Source: an optimization exercise on an open RTL-to-GDS flow (aim: small area). Production flows keep margins and buffers that such runs may drop.
In this exercise RTL edits were held to simulation tests only and were not proved equivalent to the original.

== the previous run ==
==> flow/design.v (excerpt) <==
module calendar_clock (
    input         clk,
    input         rst_n,
    input         tick,
    input         adj_min,
    input         adj_hr,
    input         day_add,
    input         month_add,
    input         year_add,
    input         set_min,
    input         set_hr,
    input         bell_en,
    output [7:0]  hour,
    output [7:0]  minute,
    output [7:0]  second,
    output [7:0]  day,
    output [7:0]  month,
    output [15:0] year,
    output        leap,
    output [2:0]  weekday,
    output        pulse_day,
    output [7:0]  alarm_hr,
    output [7:0]  alarm_min,
    output        alarm,
    output        chime
);
    function [3:0] inc10(input [3:0] u);
        inc10 = {u[3] ^ (u[0] & (u[3] | (u[1] & u[2]))),
                 u[2] ^ (u[0] & u[1]),
                 u[1] ^ (u[0] & ~u[3]),
                 ~u[0]};
    endfunction
    function [2:0] inc6(input [2:0] t);
        inc6 = {t[2] ^ (t[0] & (t[1] | t[2])),
                t[1] ^ (t[0] & ~t[2]),
                ~t[0]};
    endfunction
    function is9(input [3:0] u);
        is9 = u[3] & u[0];
    endfunction
    function is5(input [2:0] t);
        is5 = t[2] & t[0];
    endfunction
    reg [2:0] s_t, m_t, am_t;
    reg [3:0] s_u, m_u, am_u;
    reg [1:0] h_t, ah_t, d_t;
    reg [3:0] h_u, ah_u, d_u;
    reg [3:0] mo;                  
    reg [3:0] y3, y2, y1, y0;      
    wire s59   = is5(s_t) & is9(s_u);
    wire m59   = is5(m_t) & is9(m_u);
    wire h23   = h_t[1] & h_u[1] & h_u[0];
    wire ah23  = ah_t[1] & ah_u[1] & ah_u[0];
    assign pulse_day = h23 & m59 & s59;
    wire feb  = ~mo[3] & ~mo[2] & mo[1] & ~mo[0];
  ...
==> flow/config.mk <==
export PLATFORM = sky130hd
export DESIGN_NAME = calendar_clock
export DESIGN_NICKNAME = calendar_clock
export VERILOG_FILES = /design/flow/design.v
export SDC_FILE = /design/flow/constraint.sdc
export NUM_CORES = 4
export LEC_CHECK = 0
export ABC_AREA = 1
export CAP_MARGIN = 20
export CORE_MARGIN = 2
export CORE_UTILIZATION = 40
export CTS_BUF_LIST = sky130_fd_sc_hd__clkbuf_4 sky130_fd_sc_hd__clkbuf_8
export CTS_CLUSTER_DIAMETER = 300
export CTS_CLUSTER_SIZE = 64
export PLACE_DENSITY = 0.6
export SLEW_MARGIN = 20
==> flow/constraint.sdc <==
create_clock -name core_clock -period 24.0 [get_ports {clk}]
set_input_delay 4.8000 -clock core_clock [delete_from_list [all_inputs] [get_ports {clk}]]
set_output_delay 4.8000 -clock core_clock [all_outputs]
set_load 0.01 [all_outputs]
standard.sh (not shown) runs the stock make flow with config.mk's settings and CLKGATE_MAP_FILE= SYNTH_SCRIPT=/design/flow/synth_recipe.tcl, a recipe that flattens the netlist after the stock synthesis.
==> flow/flow/run.sh <==
#!/bin/bash
# Own flow: the standard synthesis, then the combinational logic between the
# (unchanged) registers is re-mapped by ABC for area, then the standard
# layout, with the port buffers made from the smallest buffer cell.
set -euo pipefail
W=$(pwd)
F=$W/flow
R=$W/orfs/results/$FLOW_PLATFORM/calendar_clock/base
LIB=$FLOW_HOME/platforms/$FLOW_PLATFORM/lib/sky130_fd_sc_hd__tt_025C_1v80.lib
export BUFFER_PORTS_ARGS="-buffer_cell sky130_fd_sc_hd__buf_1"

bash standard.sh synth > $W/standard_synth.log 2>&1

cp $R/1_2_yosys.v $W/synth_standard.v
DU=$(sed -n '/DONT_USE_CELLS/,/^$/p' $FLOW_HOME/platforms/$FLOW_PLATFORM/config.mk | grep -o 'sky130_fd_sc_hd__[a-z0-9_]*' | sed 's/^/-dont_use /' | tr '\n' ' ')
cat > $W/remap.ys <<EOY
read_liberty -ignore_miss_func $LIB
read_verilog $W/synth_standard.v
hierarchy -top $FLOW_TOP
blackbox sky130_fd_sc_hd__df*
flatten
rename -hide w:* i:* o:* %u %d
opt_clean
tee -o $W/remap_stat_before.txt stat -liberty $LIB
abc -liberty $LIB -script $F/remap.abc $DU
opt_clean -purge
hilomap -hicell sky130_fd_sc_hd__conb_1 HI -locell sky130_fd_sc_hd__conb_1 LO
splitnets
opt_clean -purge
hierarchy -top $FLOW_TOP
tee -o $W/remap_stat_after.txt stat -liberty $LIB
write_verilog -noattr -nohex -nodec $W/synth_remap.v
EOY
yosys -s $W/remap.ys > $W/remap.log 2>&1

# Prove the re-mapped netlist equal to the standard one (same registers,
# internal nets hidden); keep the standard netlist if the proof fails.
cat > $W/remap_eq.ys <<EOY
read_liberty -ignore_miss_func $LIB
read_verilog $W/synth_standard.v
rename $FLOW_TOP gold
read_verilog $W/synth_remap.v
rename $FLOW_TOP gate
flatten gold gate
rename -hide gold/w:* gold/i:* gold/o:* %u %d
rename -hide gate/w:* gate/i:* gate/o:* %u %d
opt_clean
async2sync
equiv_make gold gate eq
hierarchy -top eq
equiv_simple -seq 2
equiv_induct -seq 2
equiv_status -assert
EOY
if yosys -s $W/remap_eq.ys > $W/remap_eq.log 2>&1; then
  cp $W/synth_remap.v $R/1_2_yosys.v
  touch $R/1_2_yosys.v
else
  echo "re-mapped netlist not proven equal; keeping the standard netlist" >> $W/remap_eq.log
fi

bash standard.sh > $W/standard_layout.log 2>&1
==> flow/flow/remap.abc <==
strash
&get -n
&deepsyn -T 30
&put
dch -f
amap
Having completed the whole flow, the previous run delivered a layout that passed the timing, DRC and antenna checks.
Modified inputs, the current run compared to the previous run
Settings: CTS_BUF_LIST changed from sky130_fd_sc_hd__clkbuf_4 sky130_fd_sc_hd__clkbuf_8 to sky130_fd_sc_hd__clkbuf_2 sky130_fd_sc_hd__clkbuf_4; CTS_CLUSTER_SIZE changed from 64 to 30; CTS_CLUSTER_DIAMETER changed from 300 to 100.
### Flow results
- Total stage count of the critical path essentially unchanged between the previous run and the current run.
- From the previous run to the current run, number of resized instances in the post-cts repair step did not move at all.
- The previous run → the current run: share of the clock period used by the worst path closely matched the old numbers, sequential share of layout area went up 0.72 points.
- Compared with the previous run, placement density in the core of the current run is lower.
- Going from the previous run to the current run, number of global-route vias before repair saw little to no change; routed wire length saw a decrease; filler cell count in the final layout saw an increase.

* * *

== old ==
calendar_clock, a different RTL version from the one above (not shown whole).
Size in the first run: roughly 540 cells after synthesis, roughly 90 I/O pins, about 0.0042 mm^2 of cells after synthesis.
export LEC_CHECK = 0
export ABC_AREA = 1
export CAP_MARGIN = 20
export CORE_MARGIN = 2
export CORE_UTILIZATION = 40
export CTS_BUF_LIST = sky130_fd_sc_hd__clkbuf_2 sky130_fd_sc_hd__clkbuf_4
export PLACE_DENSITY = 0.6
export SLEW_MARGIN = 20
create_clock -name core_clock -period 24.0 [get_ports {clk}]
run.sh (not shown) runs the stock make flow with config.mk's settings and CLKGATE_MAP_FILE= SYNTH_SCRIPT=/design/flow/synth_recipe.tcl, a recipe that flattens the netlist after the stock synthesis.
Stock flow here: none of the scripts above is used.
Per the final summary, old finished and its layout is clean on timing, DRC and antenna.
Input-level comparison between new and old:
==> flow/flow/run.sh (new file) <==
#!/bin/bash
# Own flow: the standard synthesis, then the combinational logic between the
# (unchanged) registers is re-mapped by ABC for area, then the standard
# layout, with the port buffers made from the smallest buffer cell.
set -euo pipefail
W=$(pwd)
F=$W/flow
R=$W/orfs/results/$FLOW_PLATFORM/calendar_clock/base
LIB=$FLOW_HOME/platforms/$FLOW_PLATFORM/lib/sky130_fd_sc_hd__tt_025C_1v80.lib
export BUFFER_PORTS_ARGS="-buffer_cell sky130_fd_sc_hd__buf_1"

bash standard.sh synth > $W/standard_synth.log 2>&1

cp $R/1_2_yosys.v $W/synth_standard.v
DU=$(sed -n '/DONT_USE_CELLS/,/^$/p' $FLOW_HOME/platforms/$FLOW_PLATFORM/config.mk | grep -o 'sky130_fd_sc_hd__[a-z0-9_]*' | sed 's/^/-dont_use /' | tr '\n' ' ')
cat > $W/remap.ys <<EOY
read_liberty -ignore_miss_func $LIB
read_verilog $W/synth_standard.v
hierarchy -top $FLOW_TOP
blackbox sky130_fd_sc_hd__df*
flatten
rename -hide w:* i:* o:* %u %d
opt_clean
tee -o $W/remap_stat_before.txt stat -liberty $LIB
abc -liberty $LIB -script $F/remap.abc $DU
opt_clean -purge
hilomap -hicell sky130_fd_sc_hd__conb_1 HI -locell sky130_fd_sc_hd__conb_1 LO
splitnets
opt_clean -purge
hierarchy -top $FLOW_TOP
tee -o $W/remap_stat_after.txt stat -liberty $LIB
write_verilog -noattr -nohex -nodec $W/synth_remap.v
EOY
yosys -s $W/remap.ys > $W/remap.log 2>&1

# Prove the re-mapped netlist equal to the standard one (same registers,
# internal nets hidden); keep the standard netlist if the proof fails.
cat > $W/remap_eq.ys <<EOY
read_liberty -ignore_miss_func $LIB
read_verilog $W/synth_standard.v
rename $FLOW_TOP gold
read_verilog $W/synth_remap.v
rename $FLOW_TOP gate
flatten gold gate
rename -hide gold/w:* gold/i:* gold/o:* %u %d
rename -hide gate/w:* gate/i:* gate/o:* %u %d
opt_clean
async2sync
equiv_make gold gate eq
hierarchy -top eq
equiv_simple -seq 2
equiv_induct -seq 2
equiv_status -assert
EOY
if yosys -s $W/remap_eq.ys > $W/remap_eq.log 2>&1; then
  cp $W/synth_remap.v $R/1_2_yosys.v
  touch $R/1_2_yosys.v
else
  echo "re-mapped netlist not proven equal; keeping the standard netlist" >> $W/remap_eq.log
fi

bash standard.sh > $W/standard_layout.log 2>&1
==> flow/flow/remap.abc (new file) <==
strash
&get -n
&deepsyn -T 30
&put
dch -f
amap
==> flow/standard.sh (new file) <==
#!/bin/bash
# synth_recipe.tcl (not shown) runs the flow's synth.tcl, then flattens the netlist and writes it again
# the make line also repeats each setting of config.mk as NAME=value (left out here)
make -C /OpenROAD-flow-scripts/flow DESIGN_CONFIG=/design/flow/config.mk WORK_HOME=/design/flow/orfs CLKGATE_MAP_FILE= SYNTH_SCRIPT=/design/flow/synth_recipe.tcl "${@:-finish}"
removed: flow/run.sh
Results
Against old, new comes in 2.4 points lower on core occupancy in the finished layout.
Looking at layout clock buffer count across new and old, the one that comes out higher is new.
Summary of new over old: total die area fell about 20%; met1 wire length dropped 810 um; total number of cells along the worst setup path went down by 1.
Area after synthesis for new: about 20% down relative to old
On worst hold slack across all endpoints, new and old are basically level.
new ended with less final area than old.

## re-timing with driven ports
The results above use ideal ports. As a check the final layouts listed here were re-extracted and re-timed, cells and wires unchanged.
Step 1: set_driving_cell puts a clkbuf_16 on clk and a buf_2 on each other input, an assumption about the parent block.
Step 2 times the ports against the registers' clock, not the clock port: input delays grow and output delays shrink by t, the midpoint of the rising clock arrivals with the driver on.
Three values: ideal, step 1, step 2; two values: the first two.
run | shift t [ns] | setup slack, ns | worst setup path at the end | slew at the worst register clock pin (ns) | worst data-port slew with drivers (ns)
the previous run | 0.361 | 13.478 / 13.455 / 13.455 | input to output | 0.07 / 0.07 | 0.04
the current run | 0.401 | 13.480 / 13.457 / 13.457 | input to output | 0.11 / 0.11 | 0.04
old | 0.454 | 12.927 / 12.901 / 12.901 | input to output | 0.11 / 0.11 | 0.04
new | 0.407 | 13.454 / 13.433 / 13.433 | input to output | 0.11 / 0.11 | 0.03
After both steps every run listed still meets setup and hold. The setup slack of old, which loses most, moves by -0.026 ns with the drivers and by -0.026 ns with both steps.
